What follows belongs to an exercise in optimizing a design on an open flow for small area, a short achievable clock period and few clock cycles; a production flow would make more cautious choices. Where RTL was checked, it was by simulation tests only, not by an equivalence proof against the original. No activity file was given, so power comes from the tool's default toggle rates.

==> flow/design.v (excerpt) <==
module cpu20 (
    input             clk,
    input             reset,
    output     [11:0] imem_addr,
    input      [19:0] imem_data,
    output reg [10:0] dmem_addr,
    output     [19:0] dmem_wdata,
    output reg        dmem_we,
    input      [19:0] dmem_rdata,
    output reg        halted
);
==> module cpu20, before the edit <==
module cpu20 (
    input             clk,
    input             reset,
    output     [11:0] imem_addr,
    input      [19:0] imem_data,
    output reg [10:0] dmem_addr,
    output     [19:0] dmem_wdata,
    output reg        dmem_we,
    input      [19:0] dmem_rdata,
    output reg        halted
);
    wire        misp;         
    wire [11:0] pc_f;
    wire [19:0] instr  = imem_data;
    wire [4:0]  opcode = instr[19:15];
    wire f_rtype = (opcode <= 5'd4);
    wire f_itype = (opcode >= 5'd5) && (opcode <= 5'd9);
    wire f_ld    = (opcode == 5'd10);
    wire f_st    = (opcode == 5'd11);
    wire f_jump  = (opcode == 5'd12);
    wire f_br    = (opcode >= 5'd13) && (opcode <= 5'd17);
    wire f_same  = (instr[14:11] == instr[10:7]);
    reg [4:0] f_aluop;
    always @(*) begin
        case (opcode)
            5'd0, 5'd5: f_aluop = 5'b00001;
            5'd1, 5'd8: f_aluop = 5'b00010;
            5'd2, 5'd6: f_aluop = 5'b00100;
            5'd3, 5'd7: f_aluop = 5'b01000;
            5'd4, 5'd9: f_aluop = 5'b10000;
            default:    f_aluop = 5'b00000;
        endcase
    end
    reg [2:0] f_cond;
    always @(*) begin
        case (opcode)
            5'd13:   f_cond = 3'b001;    
            5'd14:   f_cond = 3'b010;    
            5'd15:   f_cond = 3'b100;    
            5'd16:   f_cond = 3'b011;    
            5'd17:   f_cond = 3'b101;    
            default: f_cond = 3'b000;
        endcase
    end
    wire f_pred  = f_br & (f_same ? f_cond[0] : instr[6]);
    wire [2:0] f_mcond = f_pred ? ~f_cond : f_cond;
    wire [3:0] f_rs1 = (f_st | f_br) ? instr[14:11] : instr[10:7];
    wire [3:0] f_rs2 = (f_st | f_br) ? instr[10:7]  : instr[6:3];
    wire       f_halt = f_jump && (instr[10:0] == pc_f[10:0]) && !pc_f[11];
    wire [11:0] f_imm12 = {{5{instr[6]}}, instr[6:0]};
    wire [11:0] redirect_address = f_jump ? {1'b0, instr[10:0]} : pc_f + f_imm12;
    reg [3:0]  r_rs1, r_rs2, r_rd;
    reg [6:0]  r_imm;
    reg        r_useimm, r_ld, r_pred;
    reg [4:0]  r_aluop;
    reg        r_wen, r_st, r_halt;      
    reg [2:0]  r_mcond;
    always @(posedge clk or posedge reset) begin
        if (reset) begin
            r_wen   <= 1'b0;
            r_st    <= 1'b0;
            r_halt  <= 1'b0;
            r_mcond <= 3'b000;
        end else begin
            r_wen   <= (f_rtype | f_itype | f_ld) & ~misp;
            r_st    <= f_st & ~misp;
            r_halt  <= f_halt & ~misp;
            r_mcond <= f_mcond & {3{~misp}};
        end
    end
    always @(posedge clk) begin
        r_rs1    <= f_rs1;
        r_rs2    <= f_rs2;
        r_rd     <= instr[14:11];
        r_imm    <= instr[6:0];
        r_useimm <= f_itype;
        r_ld     <= f_ld;
        r_pred   <= f_pred;
        r_aluop  <= f_aluop;
    end
    wire [19:0] rdata1, rdata2;
    reg  [19:0] x_a, x_b;
    reg  [3:0]  x_rd;
    reg  [4:0]  x_aluop;
    reg         x_ld;
    reg         x_wen;
    reg  [2:0]  x_mcond;
    reg  [11:0] x_alt;
    wire [19:0] x_res;
    wire        fwd1 = x_wen && (x_rd == r_rs1);
    wire        fwd2 = x_wen && (x_rd == r_rs2);
    wire [19:0] r_imm20 = {{13{r_imm[6]}}, r_imm};
    wire [11:0] r_alt = r_pred ? pc_f - r_imm20[11:0] + 12'd1
                               : pc_f + r_imm20[11:0] - 12'd1;
    always @(posedge clk or posedge reset) begin
        if (reset) begin
            x_wen   <= 1'b0;
            x_mcond <= 3'b000;
            dmem_we <= 1'b0;
            halted  <= 1'b0;
        end else begin
            x_wen   <= r_wen & ~misp;
            x_mcond <= r_mcond & {3{~misp}};
            dmem_we <= r_st & ~misp;
            if (r_halt & ~misp)
                halted <= 1'b1;
        end
    end
    always @(posedge clk) begin
        x_a       <= fwd1 ? x_res : rdata1;
        x_b       <= r_useimm ? r_imm20 : (fwd2 ? x_res : rdata2);
        x_rd      <= r_rd;
        x_aluop   <= r_aluop;
        x_ld      <= r_ld;
        x_alt     <= r_alt;
        dmem_addr <= {(r_st ? r_rs2 : r_rs1), r_imm};
    end
    wire [19:0] alu_out;
    ALU alu (
        .input1(x_a),
        .input2(x_b),
        .op(x_aluop),
        .aluOutput(alu_out)
    );
    assign x_res = x_ld ? dmem_rdata : alu_out;
    RegisterFile rf (
        .clock(clk),
        .writeEnable(x_wen),
        .writeRegister(x_rd),
        .WriteData(x_res),
        .ReadRegister1(r_rs1),
        .ReadRegister2(r_rs2),
        .ReadData1(rdata1),
        .ReadData2(rdata2)
    );
    wire equal   = (x_a == x_b);
    wire lower   = ($signed(x_a) < $signed(x_b));
    wire greater = ~equal & ~lower;
    assign misp  = (x_mcond[0] & equal) | (x_mcond[1] & lower) | (x_mcond[2] & greater);
    ProgramCounter pcu (
        .clock(clk),
        .reset(reset),
        .mispredict(misp),
        .recoverAddress(x_alt),
        .redirect(f_jump | f_pred),
        .redirectAddress(redirect_address),
        .pcOut(pc_f)
    );
    assign imem_addr  = pc_f;
    assign dmem_wdata = x_a;
endmodule
export LEC_CHECK = 0
export CAP_MARGIN = 20
export CORE_MARGIN = 2
export CORE_UTILIZATION = 40
export PLACE_DENSITY = 0.6
export SLEW_MARGIN = 20
create_clock -name core_clock -period 10.0 [get_ports {clk}]
standard.sh (not shown) runs the stock make flow with config.mk's settings and CLKGATE_MAP_FILE= SYNTH_SCRIPT=/design/flow/synth_recipe.tcl, a recipe that flattens the netlist after the stock synthesis.
==> flow/flow/run.sh <==
#!/bin/bash
# Standard synthesis, then the standard layout with repair_timing aiming for
# extra setup slack (a tighter internal target than the 10 ns clock).
set -euo pipefail
MARGIN=$(cat flow/margin.txt)
bash standard.sh synth > synth.log 2>&1
bash standard.sh SETUP_SLACK_MARGIN=$MARGIN finish > layout.log 2>&1
==> flow/flow/margin.txt <==
6.5
Testbench counts at the start, summed over its fixed seeds: cycles 76,573.
Edit:
--- a/flow/design.v
+++ b/flow/design.v
@@ -115,5 +115,5 @@
     wire f_jump  = (opcode == 5'd12);
     wire f_br    = (opcode >= 5'd13) && (opcode <= 5'd17);
-    wire f_same  = (instr[14:11] == instr[10:7]);
+    wire f_pred  = f_br & instr[6];             
     reg [4:0] f_aluop;
     always @(*) begin
@@ -138,5 +138,4 @@
         endcase
     end
-    wire f_pred  = f_br & (f_same ? f_cond[0] : instr[6]);
     wire [2:0] f_mcond = f_pred ? ~f_cond : f_cond;
     wire [3:0] f_rs1 = (f_st | f_br) ? instr[14:11] : instr[10:7];
Global-route usage decreases by 2.8 points. Non-clock buffer count goes down by 9. Wire length went down by 13%. Worst setup slack improves by 0.074 ns. Clock skew drops by 0.0079 ns. Register-to-register slack improves by 0.18 ns. Cell count shrinks by 8.0%. Clock power came out lower by about 9%.
The RTL of the second run of this note was laid out without a check of its function.

-- re-timing with driven ports --
Ports are ideal in the flow. The routed layouts listed here were re-timed in OpenROAD.
Step 1 sets driving cells, clkbuf_16 on the clock port and buf_2 on the other inputs (assumed; they add their load-dependent delay and slew).
Step 2 moves the port delays by t, midway between the first and last clock arrival at a register: inputs arrive t later, outputs are due t later. That takes back most of the time a late clock gives input paths.
Slacks: no drivers / after step 1 / after step 2; pairs: no drivers / after step 1.
run	t (ns)	setup slack, ns	hold slack, ns	worst register clock-pin slew, ns	cell pins on the clock port's net
the first run	0.653	6.369 / 6.369 / 5.880	0.326 / 0.326 / 0.326	0.07 / 0.07	1
the second run	0.653	6.444 / 6.471 / 5.818	0.322 / 0.322 / 0.322	0.07 / 0.07	1
After both steps setup and hold are still met in every run listed. The setup slack of the second run, which loses most, moves by +0.027 ns with the drivers and by -0.626 ns with both steps.
